This is an optimization exercise on Yosys and OpenROAD, whose aim is small area, not a production implementation. At most, simulation tests tie the RTL to the original design; equivalence was not proved. No activity file was given, so power comes from the tool's default toggle rates.

job 101:
// svo_hdmi_top
module svo_hdmi_top (
	input clk,
	input resetn,
	input term_in_tvalid,
	output term_in_tready,
	input [7:0] term_in_tdata,
	output [9:0] tmds_ch0,
	output [9:0] tmds_ch1,
	output [9:0] tmds_ch2
);
	reg [10:0] hh;
	reg [9:0] vw;
	reg dead;
	wire h_last = hh == 11'd1663;
	wire h_eol = hh == 11'd1279;
	always @(posedge clk) begin
		if (!resetn) begin
			hh <= 11'd1512;
			vw <= 10'd174;
			dead <= 1;
		end else begin
			hh <= h_last ? 11'd0 : hh + 11'd1;
			if (h_eol) begin
				vw <= vw == 10'd747 ? 10'd0 : vw + 10'd1;
				if (vw == 10'd727)
					dead <= 0;
			end
		end
	end
	wire h_act = hh < 11'd1280;
	wire v_act = vw >= 10'd8 && vw < 10'd728;
	wire hsync = hh >= 11'd1344 && hh < 11'd1472;
	wire vsync = vw >= 10'd731 && vw < 10'd736;
	wire blank = !(h_act && v_act);
	wire zero = dead && vw == 10'd174 && hh >= 11'd1512 && hh < 11'd1519;
	wire win1 = vw == 10'd174 && hh >= 11'd1517 && hh <= 11'd1524;
  ...
Settings: LEC_CHECK=0, CAP_MARGIN=20, CORE_MARGIN=2, CORE_UTILIZATION=60, SLEW_MARGIN=20; clock period 13.4 ns.
standard.sh (not shown) runs the stock make flow with config.mk's settings and CLKGATE_MAP_FILE= SYNTH_SCRIPT=/design/flow/synth_recipe.tcl, a recipe that flattens the netlist after the stock synthesis.
==> flow/flow/run.sh <==
#!/bin/bash
# The standard layout with two changes:
#  - synthesis: the standard flow's synthesis script, except that ABC maps the logic with
#    flow/abc_area_nf.script (area-oriented) instead of ORFS's speed script.
#    Flip-flops are mapped before ABC runs, so the registers (names, count,
#    cell types) are exactly the standard synthesis's.
#  - clock tree: larger sink clusters and no dummy loads.
set -euo pipefail
W=$(pwd)
export CTS_ARGS="-sink_clustering_enable -repair_clock_nets -dont_use_dummy_load -sink_clustering_size 25 -sink_clustering_max_diameter 80"

sed "s|log_cmd abc {\*}\$abc_args|log_cmd abc -script $W/flow/abc_area_nf.script {*}[lrange \$abc_args 2 end]|" \
	"$FLOW_HOME/scripts/synth.tcl" > "$W/own_synth.tcl"
grep -q "abc_area_nf.script" "$W/own_synth.tcl"
sed "s|source \$::env(SCRIPTS_DIR)/synth.tcl|source $W/own_synth.tcl|" "$W/synth_recipe.tcl" > "$W/own_synth_recipe.tcl"
grep -q "own_synth.tcl" "$W/own_synth_recipe.tcl"
sed "s|SYNTH_SCRIPT=[^ ]*|SYNTH_SCRIPT=$W/own_synth_recipe.tcl|" "$W/standard.sh" > "$W/own_standard.sh"
grep -q "own_synth_recipe.tcl" "$W/own_standard.sh"

bash "$W/own_standard.sh" synth > "$W/synth.log" 2>&1
bash "$W/standard.sh" finish > "$W/standard.log" 2>&1
==> flow/flow/abc_area_nf.script <==
&get -n
&st
&dc2
&dch
&nf -R 1000
&st
&dc2
&dch
&nf -R 1000
&put
Job 101 went all the way through synthesis, placement and routing and the layout is clean on timing, DRC and antenna.
--- input diff job 101..job 102 ---
-- flow/design.v --
<<< job 101, line 2
module svo_term #(parameter FGN = 14, parameter FGTAP = 14) (
	input clk, resetn, pe, sof, sol, cap,
	input [2:0] p2_x, p2_y, p3_x, p3_y,
	input        in_axis_tvalid,
	output       in_axis_tready,
>>> job 102, line 2
module svo_term #(parameter FGN = 14, parameter FGTAP = 14) (
	input clk, resetn, pe, sof, sol, cap,
	input        in_axis_tvalid,
	output       in_axis_tready,
<<< job 101, line 261
	wire p1_start_of_frame = sof;
	wire p1_start_of_line = sol;
	reg p2_found_end, p2_last_req_remline;
	reg [7:0] p2_line_start_addr;
>>> job 102, line 260
	wire p1_start_of_frame = sof;
	wire p1_start_of_line = sol;
	reg [2:0] p2_x, p2_y;
	reg p2_found_end, p2_last_req_remline;
	reg [7:0] p2_line_start_addr;
<<< job 101, line 283
				p2_line_start_addr <= mem_start_C;
				p2_found_end <= 0;
			end else
			if (p1_start_of_line) begin
>>> job 102, line 283
				p2_line_start_addr <= mem_start_C;
				p2_found_end <= 0;
				p2_x <= 0;
				p2_y <= 0;
			end else
			if (p1_start_of_line) begin
<<< job 101, line 295
					mem_portB_addr <= p2_line_start_addr;
				end
			end else begin
				if (p2_x == 7) begin
>>> job 102, line 297
					mem_portB_addr <= p2_line_start_addr;
				end
				p2_x <= 0;
				p2_y <= p2_y + 3'd1;
			end else begin
				if (p2_x == 7) begin
<<< job 101, line 300
						mem_portB_addr <= next_mem_portB_addr;
				end
			end
		end
	end
	reg [FGN:0] fgq;
	always @(posedge clk) begin
		if (pe) begin
			fgq <= {fgq[FGN-1:0], fontmem2[{mem_portB_rdata, p3_y, p3_x}]};
		end
>>> job 102, line 304
						mem_portB_addr <= next_mem_portB_addr;
				end
				p2_x <= p2_x + 3'd1;
			end
		end
	end
	reg [2:0] p3_x, p3_y;
	reg [FGN:0] fgq;
	always @(posedge clk) begin
		if (pe) begin
			p3_x <= p2_x;
			p3_y <= p2_y;
			fgq <= {fgq[FGN-1:0], fontmem2[{mem_portB_rdata, p3_y, p3_x}]};
		end
<<< job 101, line 416
	wire sof = dead ? first : vw == 10'd727 && hh == 11'd1263;
	wire sol = dead ? first : hh == 11'd1263;
	wire [2:0] p2_x = hh[2:0] + (dead ? (vw == 10'd174 ? 3'd1 : 3'd4) : 3'd0);
	wire [2:0] p3_x = hh[2:0] + (dead ? (vw == 10'd174 ? 3'd0 : 3'd3) : 3'd7);
	wire [2:0] p2_y = dead ? 3'd0 : vw[2:0] + (hh >= 11'd1264 ? 3'd1 : 3'd0);
	wire [2:0] p3_y = dead ? 3'd0 : vw[2:0] + (hh >= 11'd1265 ? 3'd1 : 3'd0);
	wire cap = dead ? vw == 10'd174 && hh == 11'd1514 : vw == 10'd727 && hh == 11'd1259;
	wire fg;
>>> job 102, line 424
	wire sof = dead ? first : vw == 10'd727 && hh == 11'd1263;
	wire sol = dead ? first : hh == 11'd1263;
	wire cap = dead ? vw == 10'd174 && hh == 11'd1514 : vw == 10'd727 && hh == 11'd1259;
	wire fg;
<<< job 101, line 426
		.resetn(resetn),
		.pe(pe), .sof(sof), .sol(sol), .cap(cap),
		.p2_x(p2_x), .p2_y(p2_y), .p3_x(p3_x), .p3_y(p3_y),
		.in_axis_tvalid(term_in_tvalid),
		.in_axis_tready(term_in_tready),
>>> job 102, line 430
		.resetn(resetn),
		.pe(pe), .sof(sof), .sol(sol), .cap(cap),
		.in_axis_tvalid(term_in_tvalid),
		.in_axis_tready(term_in_tready),
### Flow results
- Pin count of the biggest net entering global routing in job 102 vs job 101: down 42%
- Between job 101 and job 102, the cell count went down.
- Diff job 102 and job 101: worst-case headroom to the max-slew limit higher in job 101
- Fraction of the yosys area taken by sequential cells in job 102 is 0.48 points higher than in job 101
- Any difference in finished layout cell area between job 101 and job 102 is small enough to ignore.
- Job 102 vs. job 101: total routed wirelength now larger, clock share of power closely matched the old numbers, synthesized area did not really move, instance count of the mapped netlist fell 95, number of hold-repair buffers added at the cts stage saw little to no change.
- Job 102 vs job 101 — power density relative to cell area dropped slightly
- Number of combinational gates with multiple inputs for job 102: 104 down relative to job 101
- Cell area reported after detailed placement essentially unchanged between job 102 and job 101.
- The area added between synthesis and finish on job 101 is in line with that on job 102.
The RTL of job 102 was laid out without a check of its function.

[re-timing with driven ports]
Ports are ideal in the flow. The routed layouts listed here were re-timed in OpenROAD. Step 1 sets driving cells, clkbuf_16 on the clock port and buf_2 on the other inputs (assumed; they add their load-dependent delay and slew). Step 2 also shifts input and output timing later by t, the mid clock arrival at the registers, as if the neighbouring blocks saw the same clock. Three values: ideal, step 1, step 2; two values: the first two.
run	t, ns	slack for setup (ns)	worst hold slack (ns)	worst register clock-pin slew, ns
job 101	0.812	4.399 / 4.310 / 5.123	0.363 / 0.363 / 0.363	0.11 / 0.11
job 102	0.794	4.718 / 4.637 / 5.431	0.337 / 0.337 / 0.337	0.10 / 0.10
After both steps every run listed still meets setup and hold.
